What follows belongs to an exercise in optimizing a design on an open flow for small area and a short achievable clock period; a production flow would make more cautious choices.
Where RTL was checked, it was by simulation tests only, not by an equivalence proof against the original.
Power and IR drop assume default switching activity.

v6:
==> flow/design.v <==
module first_stage(
    input  [31:0] reg_A,
    input  [31:0] reg_B,
    output [24:0] sum,
    output [7:0]  expo,
    output        sign
    );
wire        swap  = reg_B[30:0] > reg_A[30:0];
wire [31:0] big   = swap ? reg_B : reg_A;
wire [31:0] sml = swap ? reg_A : reg_B;
wire [7:0]  diff  = big[30:23] - sml[30:23];
wire [23:0] m_big = {1'b1, big[22:0]};
wire [23:0] m_sml = {1'b1, sml[22:0]} >> diff;
wire        sub   = reg_A[31] ^ reg_B[31];
assign sum  = sub ? {1'b0, m_big} - {1'b0, m_sml} : {1'b0, m_big} + {1'b0, m_sml};
assign expo = big[30:23];
assign sign = big[31];
endmodule
module second_stage(
    input  [24:0] sum,
    input  [7:0]  expo,
    input         sign,
    output [31:0] result
    );
reg [4:0] lz;
integer i;
always @(*) begin
    lz = 5'd25;
    for (i = 0; i < 25; i = i + 1)
        if (sum[i]) lz = 5'd24 - i[4:0];
end
wire        zero = (sum == 25'd0);
wire [24:0] norm = sum << lz;
wire [7:0]  e    = expo + 8'd1 - {3'b000, lz};
assign result = zero ? 32'd0 : {sign, e, norm[23:1]};
endmodule
module fpadd_pipeline (input clk,
                       input reset,
                       input [31:0] reg_A,
                       input [31:0] reg_B,
                       output [31:0] out);
wire [24:0] sum;
wire [7:0]  expo;
wire        sign;
reg  [24:0] sum_q;
reg  [7:0]  expo_q;
reg         sign_q;
reg  [31:0] out_q;
wire [31:0] result;
first_stage  stage1 (.reg_A(reg_A), .reg_B(reg_B), .sum(sum), .expo(expo), .sign(sign));
second_stage stage2 (.sum(sum_q), .expo(expo_q), .sign(sign_q), .result(result));
always @(posedge clk) begin
    sum_q  <= sum;
    expo_q <= expo;
    sign_q <= sign;
    out_q  <= result;
end
assign out = out_q;
endmodule
make LEC_CHECK=0 ABC_AREA=1 CAP_MARGIN=20 CORE_MARGIN=2 CORE_UTILIZATION=40 PLACE_DENSITY=0.6 SLEW_MARGIN=20 finish   # period 18.0 ns
run.sh (not shown) runs the stock make flow with config.mk's settings and CLKGATE_MAP_FILE= SYNTH_SCRIPT=/design/flow/synth_recipe.tcl, a recipe that flattens the netlist after the stock synthesis.
Inputs modified between v6 and v7:
==> flow/design.v <==
module first_stage(
    input  [31:0] reg_A,
    input  [31:0] reg_B,
    output [22:0] m_big,
    output [23:0] m_sml,
    output [7:0]  expo,
    output        sign,
    output        sub
    );
wire        swap  = reg_B[30:0] > reg_A[30:0];
wire [31:0] big   = swap ? reg_B : reg_A;
wire [31:0] sml   = swap ? reg_A : reg_B;
wire [7:0]  diff  = big[30:23] - sml[30:23];
assign m_big = big[22:0];
assign m_sml = {1'b1, sml[22:0]} >> diff;
assign expo  = big[30:23];
assign sign  = big[31];
assign sub   = reg_A[31] ^ reg_B[31];
endmodule
module second_stage(
    input  [22:0] m_big,
    input  [23:0] m_sml,
    input  [7:0]  expo,
    input         sign,
    input         sub,
    output [31:0] result
    );
wire [24:0] sum = sub ? {2'b01, m_big} - {1'b0, m_sml} : {2'b01, m_big} + {1'b0, m_sml};
reg [4:0] lz;
integer i;
always @(*) begin
    lz = 5'd25;
    for (i = 0; i < 25; i = i + 1)
        if (sum[i]) lz = 5'd24 - i[4:0];
end
wire        zero = (sum == 25'd0);
wire [24:0] norm = sum << lz;
wire [7:0]  e    = expo + 8'd1 - {3'b000, lz};
assign result = zero ? 32'd0 : {sign, e, norm[23:1]};
endmodule
module fpadd_pipeline (input clk,
                       input reset,
                       input [31:0] reg_A,
                       input [31:0] reg_B,
                       output [31:0] out);
wire [22:0] m_big;
wire [23:0] m_sml;
wire [7:0]  expo;
wire        sign, sub;
reg  [22:0] m_big_q;
reg  [23:0] m_sml_q;
reg  [7:0]  expo_q;
reg         sign_q, sub_q;
reg  [31:0] out_q;
wire [31:0] result;
first_stage  stage1 (.reg_A(reg_A), .reg_B(reg_B), .m_big(m_big), .m_sml(m_sml),
                     .expo(expo), .sign(sign), .sub(sub));
second_stage stage2 (.m_big(m_big_q), .m_sml(m_sml_q), .expo(expo_q), .sign(sign_q),
                     .sub(sub_q), .result(result));
always @(posedge clk) begin
    m_big_q <= m_big;
    m_sml_q <= m_sml;
    expo_q  <= expo;
    sign_q  <= sign;
    sub_q   <= sub;
    out_q   <= result;
end
assign out = out_q;
endmodule
Findings:
Re sequential area share after synthesis: v7 and v6 aren't equal, and the lower value belongs to v6.
Against v6, v7 reports a sequential share of layout area that is higher.
Comparing v7 and v6, the lower layout net count was measured on v6.
Looking at destination of the critical timing path, the sum_q[24] result is from v6; the m_sml_q[4] one comes from v7.
In v7, instance count on the critical path is lower than in v6.
Taking v6 as the reference point, the clock network fraction of design power of v7 falls by 4.5 points.
Diff v6 -> v7: fraction of area in multi-input gates -2.7 points, overall power +about 32%.
Highest cell delay on the worst timing path: v7 and v6 compared, lower one is v6
Post-synthesis cell area was lower in v6 than in v7.
Delta (v7 minus v6): xor-xnor portion of the synthesized cell area moved down, wire length up 5.6%, number of instances in the placed design went up 105.
Beginning of the critical path = reg_A[21]: v6; beginning of the critical path = reg_A[23]: v7
For v6, only the layout was checked, not whether the RTL still works.

re-timing with driven ports:
Ports are ideal in the flow. The routed layouts listed here were re-timed in OpenROAD. Step 1: set_driving_cell puts a clkbuf_16 on clk and a buf_2 on each other input, an assumption about the parent block. Step 2 times the ports against the registers' clock, not the clock port: input delays grow and output delays shrink by t, the midpoint of the rising clock arrivals with the driver on. a / b / c = ideal ports / drivers / drivers and shift; a / b = the first two.
run | shift t [ns] | slack for setup (ns) | hold slack, ns
v6 | 0.365 | 6.457 / 6.433 / 6.068 | 0.408 / 0.408 / 0.408
v7 | 0.394 | 8.383 / 8.406 / 8.012 | 0.435 / 0.435 / 0.435
After both steps every run listed still meets setup and hold. The setup slack of v6, which loses most, moves by -0.024 ns with the drivers and by -0.389 ns with both steps.
